What follows belongs to an exercise in optimizing a design on an open flow for small area; a production flow would make more cautious choices. In this exercise RTL edits were held to simulation tests only and were not proved equivalent to the original. The flow treats the clock pin as an ideal source, which a real chip does not have. Power figures rest on the tool's default switching activity, not on a simulated workload.

// ad7606_drive
module ad7606_drive#(
    parameter           P_RANGE = 0
)(
    input               i_clk           ,
    input               i_rst           ,
    input               i_user_ctrl     ,
    output [15:0]       o_user_data_1   ,
    output              o_user_valid_1  ,
    output [15:0]       o_user_data_2   ,
    output              o_user_valid_2  ,
    output [15:0]       o_user_data_3   ,
    output              o_user_valid_3  ,
    output [15:0]       o_user_data_4   ,
    output              o_user_valid_4  ,
    output [15:0]       o_user_data_5   ,
    output              o_user_valid_5  ,
    output [15:0]       o_user_data_6   ,
    output              o_user_valid_6  ,
    output [15:0]       o_user_data_7   ,
    output              o_user_valid_7  ,
    output [15:0]       o_user_data_8   ,
    output              o_user_valid_8  ,
    output              o_ad_psb_sel    ,
    output              o_ad_stby       ,
    output              o_ad_convstA    ,
    output              o_ad_convstB    ,
    output              o_ad_reset      ,
    output              o_ad_cs         ,
    output              o_ad_rd         ,
    output [2:0]        o_ad_osc        ,
    output              o_ad_range      ,
    input               i_ad_busy       ,
    input  [15:0]       i_ad_data
);
reg  [6:0]  r_st;
wire [6:0]  w_nst;
reg  [15:0] r_data;
wire        w_convst_n, w_cs_n, w_rd_n;
wire [8:1]  w_valid;
wire        w_hold_i, w_hold_b, w_jmp;
reg ri_ad_busy;
always @(posedge i_clk) ri_ad_busy <= i_ad_busy;
always @(posedge i_clk or posedge i_rst)
begin
    if (i_rst)
        r_st <= 7'd23;
    else
        r_st <= w_nst;
end
always @(posedge i_clk)
    r_data <= i_ad_data;
assign o_ad_reset = ~((~r_st[0] & ~r_st[1]) | (r_st[2]) | (r_st[5]) | (r_st[6]));
assign w_convst_n = (r_st[0] & ~r_st[1] & r_st[2] & ~r_st[5] & ~r_st[6]);
assign w_cs_n = ~((~r_st[5]) | (~r_st[3] & ~r_st[4]) | (~r_st[0] & ~r_st[1] & ~r_st[2] & ~r_st[4]) | (r_st[0] & r_st[3] & r_st[4]) | (r_st[1] & r_st[3] & r_st[4]) | (r_st[2] & r_st[3] & r_st[4]) | (r_st[6]));
assign w_rd_n = ~((~r_st[5]) | (~r_st[3] & ~r_st[4]) | (~r_st[0]) | (r_st[3] & r_st[4]) | (r_st[6]));
assign w_valid[1] = (r_st[0] & r_st[1] & ~r_st[2] & r_st[3] & ~r_st[4] & ~r_st[6]);
  ...
==> module ad7606_drive, before the edit <==
module ad7606_drive#(
    parameter           P_RANGE = 0
)(
    input               i_clk           ,
    input               i_rst           ,
    input               i_user_ctrl     ,
    output [15:0]       o_user_data_1   ,
    output              o_user_valid_1  ,
    output [15:0]       o_user_data_2   ,
    output              o_user_valid_2  ,
    output [15:0]       o_user_data_3   ,
    output              o_user_valid_3  ,
    output [15:0]       o_user_data_4   ,
    output              o_user_valid_4  ,
    output [15:0]       o_user_data_5   ,
    output              o_user_valid_5  ,
    output [15:0]       o_user_data_6   ,
    output              o_user_valid_6  ,
    output [15:0]       o_user_data_7   ,
    output              o_user_valid_7  ,
    output [15:0]       o_user_data_8   ,
    output              o_user_valid_8  ,
    output              o_ad_psb_sel    ,
    output              o_ad_stby       ,
    output              o_ad_convstA    ,
    output              o_ad_convstB    ,
    output              o_ad_reset      ,
    output              o_ad_cs         ,
    output              o_ad_rd         ,
    output [2:0]        o_ad_osc        ,
    output              o_ad_range      ,
    input               i_ad_busy       ,
    input  [15:0]       i_ad_data
);
reg  [6:0]  r_st;
wire [6:0]  w_nst;
reg  [15:0] r_data;
wire        w_convst_n, w_cs_n, w_rd_n;
wire [8:1]  w_valid;
wire        w_hold_i, w_hold_b, w_jmp;
reg ri_ad_busy;
always @(posedge i_clk) ri_ad_busy <= i_ad_busy;
always @(posedge i_clk or posedge i_rst)
begin
    if (i_rst)
        r_st <= 7'd23;
    else
        r_st <= w_nst;
end
always @(posedge i_clk)
    r_data <= i_ad_data;
assign o_ad_reset = ~((~r_st[0] & ~r_st[1]) | (r_st[2]) | (r_st[5]) | (r_st[6]));
assign w_convst_n = (r_st[0] & ~r_st[1] & r_st[2] & ~r_st[5] & ~r_st[6]);
assign w_cs_n = ~((~r_st[5]) | (~r_st[3] & ~r_st[4]) | (~r_st[0] & ~r_st[1] & ~r_st[2] & ~r_st[4]) | (r_st[0] & r_st[3] & r_st[4]) | (r_st[1] & r_st[3] & r_st[4]) | (r_st[2] & r_st[3] & r_st[4]) | (r_st[6]));
assign w_rd_n = ~((~r_st[5]) | (~r_st[3] & ~r_st[4]) | (~r_st[0]) | (r_st[3] & r_st[4]) | (r_st[6]));
assign w_valid[1] = (r_st[0] & r_st[1] & ~r_st[2] & r_st[3] & ~r_st[4] & ~r_st[6]);
assign w_valid[2] = (r_st[0] & ~r_st[1] & r_st[2] & r_st[3] & ~r_st[4] & ~r_st[6]);
assign w_valid[3] = (r_st[0] & r_st[1] & r_st[2] & r_st[3] & ~r_st[4] & ~r_st[6]);
assign w_valid[4] = (r_st[0] & ~r_st[1] & ~r_st[2] & ~r_st[3] & r_st[4] & ~r_st[6]);
assign w_valid[5] = (r_st[0] & r_st[1] & ~r_st[2] & ~r_st[3] & r_st[4] & ~r_st[6]);
assign w_valid[6] = (r_st[0] & ~r_st[1] & r_st[2] & ~r_st[3] & r_st[4] & ~r_st[6]);
assign w_valid[7] = (r_st[0] & r_st[1] & r_st[2] & ~r_st[3] & r_st[4] & r_st[5]);
assign w_valid[8] = (r_st[0] & ~r_st[1] & ~r_st[2] & r_st[3] & r_st[4] & r_st[5]);
assign w_hold_i = (~r_st[3] & ~r_st[5] & ~r_st[6]);
assign w_hold_b = (r_st[0] & r_st[1] & r_st[2] & ~r_st[3] & ~r_st[4] & ~r_st[6]);
assign w_jmp = (r_st[2] & r_st[4] & r_st[5] & r_st[6]);
wire       w_en  = ~(w_hold_i & ~i_user_ctrl) & ~(w_hold_b & ri_ad_busy);
wire [6:0] w_inc = r_st + {6'd0, w_en};
assign w_nst = (w_inc & ~({7{w_jmp}} & 7'd97)) | ({7{w_jmp}} & 7'd8);
assign o_ad_convstA   = ~w_convst_n;
assign o_ad_convstB   = ~w_convst_n;
assign o_ad_cs        = ~w_cs_n;
assign o_ad_rd        = ~w_rd_n;
assign o_user_valid_1 = w_valid[1];
assign o_user_valid_2 = w_valid[2];
assign o_user_valid_3 = w_valid[3];
assign o_user_valid_4 = w_valid[4];
assign o_user_valid_5 = w_valid[5];
assign o_user_valid_6 = w_valid[6];
assign o_user_valid_7 = w_valid[7];
assign o_user_valid_8 = w_valid[8];
assign o_user_data_1  = r_data & {16{w_valid[1]}};
assign o_user_data_2  = r_data & {16{w_valid[2]}};
assign o_user_data_3  = r_data & {16{w_valid[3]}};
assign o_user_data_4  = r_data & {16{w_valid[4]}};
assign o_user_data_5  = r_data & {16{w_valid[5]}};
assign o_user_data_6  = r_data & {16{w_valid[6]}};
assign o_user_data_7  = r_data & {16{w_valid[7]}};
assign o_user_data_8  = r_data & {16{w_valid[8]}};
assign o_ad_psb_sel   = 1'b0;
assign o_ad_stby      = 1'b0;
assign o_ad_osc       = 3'd0;
assign o_ad_range     = P_RANGE;
endmodule
Settings: LEC_CHECK=0, ABC_AREA=1, CAP_MARGIN=20, CORE_AREA=2.3 2.72 63.7 63.28, CTS_BUF_LIST=sky130_fd_sc_hd__clkbuf_4, DIE_AREA=0 0 66 66, SLEW_MARGIN=20; clock period 20.0 ns.
standard.sh (not shown) runs the stock make flow with config.mk's settings and CLKGATE_MAP_FILE= SYNTH_SCRIPT=/design/flow/synth_recipe.tcl, a recipe that flattens the netlist after the stock synthesis.
==> flow/flow/run.sh <==
#!/bin/bash
# The standard ORFS layout (standard.sh, standard synthesis unchanged), with
# changes that only affect cell choice and sizes:
#  - ports get the smallest buffer (buf_1) instead of clkdlybuf4s50_1,
#  - every logic cell starts at its smallest size before repair_design
#    (downsize.tcl), which then sizes up what it needs,
#  - power recovery downsizes cells with slack after global routing,
#  - the constant outputs share the one tie cell synthesis made,
#  - clock-tree leaf buffers that drive 9+ flip-flops become clkbuf_8
#    (post_cts.tcl), so flip-flop clock pins keep a fast edge.
set -euo pipefail
HERE=$(pwd)
export BUFFER_PORTS_ARGS="-buffer_cell sky130_fd_sc_hd__buf_1"
export PRE_RESIZE_TCL="$HERE/flow/downsize.tcl"
export RECOVER_POWER=100
export SKIP_REPAIR_TIE_FANOUT=1
export POST_CTS_TCL="$HERE/flow/post_cts.tcl"
bash standard.sh > "$HERE/standard_flow.log" 2>&1
Other scripts of this flow, unchanged in this note and not shown: flow/flow/downsize.tcl, flow/flow/post_cts.tcl
Then changed:
--- a/flow/design.v
+++ b/flow/design.v
@@ -35,40 +35,39 @@
 reg  [6:0]  r_st;
 wire [6:0]  w_nst;
 reg  [15:0] r_data;
 wire        w_convst_n, w_cs_n, w_rd_n;
 wire [8:1]  w_valid;
-wire        w_hold_i, w_hold_b, w_jmp;
-reg ri_ad_busy;
-always @(posedge i_clk) ri_ad_busy <= i_ad_busy;
+wire        w_hold_i, w_hold_b, w_jmp, w_skip;
 always @(posedge i_clk or posedge i_rst)
 begin
     if (i_rst)
-        r_st <= 7'd23;
+        r_st <= 7'd90;
     else
         r_st <= w_nst;
 end
 always @(posedge i_clk)
     r_data <= i_ad_data;
-assign o_ad_reset = ~((~r_st[0] & ~r_st[1]) | (r_st[2]) | (r_st[5]) | (r_st[6]));
-assign w_convst_n = (r_st[0] & ~r_st[1] & r_st[2] & ~r_st[5] & ~r_st[6]);
-assign w_cs_n = ~((~r_st[5]) | (~r_st[3] & ~r_st[4]) | (~r_st[0] & ~r_st[1] & ~r_st[2] & ~r_st[4]) | (r_st[0] & r_st[3] & r_st[4]) | (r_st[1] & r_st[3] & r_st[4]) | (r_st[2] & r_st[3] & r_st[4]) | (r_st[6]));
-assign w_rd_n = ~((~r_st[5]) | (~r_st[3] & ~r_st[4]) | (~r_st[0]) | (r_st[3] & r_st[4]) | (r_st[6]));
-assign w_valid[1] = (r_st[0] & r_st[1] & ~r_st[2] & r_st[3] & ~r_st[4] & ~r_st[6]);
-assign w_valid[2] = (r_st[0] & ~r_st[1] & r_st[2] & r_st[3] & ~r_st[4] & ~r_st[6]);
-assign w_valid[3] = (r_st[0] & r_st[1] & r_st[2] & r_st[3] & ~r_st[4] & ~r_st[6]);
-assign w_valid[4] = (r_st[0] & ~r_st[1] & ~r_st[2] & ~r_st[3] & r_st[4] & ~r_st[6]);
-assign w_valid[5] = (r_st[0] & r_st[1] & ~r_st[2] & ~r_st[3] & r_st[4] & ~r_st[6]);
-assign w_valid[6] = (r_st[0] & ~r_st[1] & r_st[2] & ~r_st[3] & r_st[4] & ~r_st[6]);
-assign w_valid[7] = (r_st[0] & r_st[1] & r_st[2] & ~r_st[3] & r_st[4] & r_st[5]);
-assign w_valid[8] = (r_st[0] & ~r_st[1] & ~r_st[2] & r_st[3] & r_st[4] & r_st[5]);
-assign w_hold_i = (~r_st[3] & ~r_st[5] & ~r_st[6]);
-assign w_hold_b = (r_st[0] & r_st[1] & r_st[2] & ~r_st[3] & ~r_st[4] & ~r_st[6]);
-assign w_jmp = (r_st[2] & r_st[4] & r_st[5] & r_st[6]);
-wire       w_en  = ~(w_hold_i & ~i_user_ctrl) & ~(w_hold_b & ri_ad_busy);
-wire [6:0] w_inc = r_st + {6'd0, w_en};
-assign w_nst = (w_inc & ~({7{w_jmp}} & 7'd97)) | ({7{w_jmp}} & 7'd8);
+assign o_ad_reset = ~((~r_st[6]) | (~r_st[2]) | (r_st[0] & r_st[1]) | (r_st[5]));
+assign w_convst_n = (~r_st[0] & ~r_st[1] & ~r_st[2] & ~r_st[3] & ~r_st[4] & r_st[6]);
+assign w_cs_n = ~((~r_st[6]) | (~r_st[5]) | (~r_st[3] & ~r_st[4]) | (~r_st[2] & ~r_st[4]) | (~r_st[0] & ~r_st[1] & ~r_st[4]) | (r_st[0] & r_st[2] & r_st[3] & r_st[4]) | (r_st[1] & r_st[2] & r_st[3] & r_st[4]));
+assign w_rd_n = ~((~r_st[6]) | (~r_st[5]) | (~r_st[3] & ~r_st[4]) | (~r_st[2] & ~r_st[4]) | (~r_st[0]) | (r_st[2] & r_st[3] & r_st[4]));
+assign w_valid[1] = (r_st[0] & r_st[1] & r_st[2] & r_st[3] & ~r_st[4] & r_st[6]);
+assign w_valid[2] = (r_st[0] & ~r_st[1] & ~r_st[2] & ~r_st[3] & r_st[4] & r_st[6]);
+assign w_valid[3] = (r_st[0] & r_st[1] & ~r_st[2] & ~r_st[3] & r_st[4] & r_st[6]);
+assign w_valid[4] = (r_st[0] & ~r_st[1] & r_st[2] & ~r_st[3] & r_st[4] & r_st[6]);
+assign w_valid[5] = (r_st[0] & r_st[1] & r_st[2] & ~r_st[3] & r_st[4] & r_st[6]);
+assign w_valid[6] = (r_st[0] & ~r_st[1] & ~r_st[2] & r_st[3] & r_st[4] & r_st[5]);
+assign w_valid[7] = (r_st[0] & r_st[1] & ~r_st[2] & r_st[3] & r_st[4] & r_st[5]);
+assign w_valid[8] = (r_st[0] & ~r_st[1] & r_st[2] & r_st[3] & r_st[4] & r_st[5]);
+assign w_hold_i = (~r_st[0] & ~r_st[2] & ~r_st[5] & r_st[6]);
+assign w_hold_b = (~r_st[0] & r_st[1] & ~r_st[2] & r_st[3] & ~r_st[4] & r_st[6]);
+assign w_skip = (r_st[0] & ~r_st[1] & ~r_st[2] & r_st[3] & ~r_st[4] & r_st[6]);
+assign w_jmp = (r_st[3] & r_st[4] & r_st[5] & ~r_st[6]);
+wire       w_en  = ~(w_hold_i & ~i_user_ctrl) & ~(w_hold_b & i_ad_busy);
+wire [6:0] w_inc = (r_st + {6'd0, w_en}) | {6'd0, w_skip & ~i_ad_busy};
+assign w_nst = (w_inc & ~({7{w_jmp}} & 7'd32)) | ({7{w_jmp}} & 7'd70);
 assign o_ad_convstA   = ~w_convst_n;
 assign o_ad_convstB   = ~w_convst_n;
 assign o_ad_cs        = ~w_cs_n;
 assign o_ad_rd        = ~w_rd_n;
 assign o_user_valid_1 = w_valid[1];
Sequential power shrinks by about 2%; design area shrinks by 0.30%; core utilization shrinks by 0.17 points; clock-buffer cell count shrinks by 1; routed wire length grows by 2.9%; combinational power is about the same; sequential cell count shrinks by 1; power shrinks by 1.7%; synthesized cell count grows by 1.2%; setup slack gains 180 ps; sequential share of layout area shrinks by 0.89 points; via count grows by 2.6%; global-route usage grows by 0.58 points.

[port drivers added, routing unchanged]
How much do the figures lean on ideal ports? The routed layouts below were timed once more, with nothing changed but the port constraints.
Step 1: set_driving_cell puts a clkbuf_16 on i_clk and a buf_2 on each other input, an assumption about the parent block.
Step 2 also shifts input and output timing later by t, the mid clock arrival at the registers, as if the neighbouring blocks saw the same clock.
a / b / c = ideal ports / drivers / drivers and shift; a / b = the first two.
| run | shift t [ns] | setup slack, ns | latest minus earliest clock arrival (ns) | worst slew at a driven data input, ns | pins driven straight from the clock port |
|---|---|---|---|---|---|
| the first run | 0.306 | 13.766 / 13.741 / 14.047 | 0.011 / 0.011 | 0.05 | 1 |
| the second run | 0.307 | 13.949 / 13.924 / 14.231 | 0.005 / 0.004 | 0.06 | 1 |
After both steps every run listed still meets setup and hold.
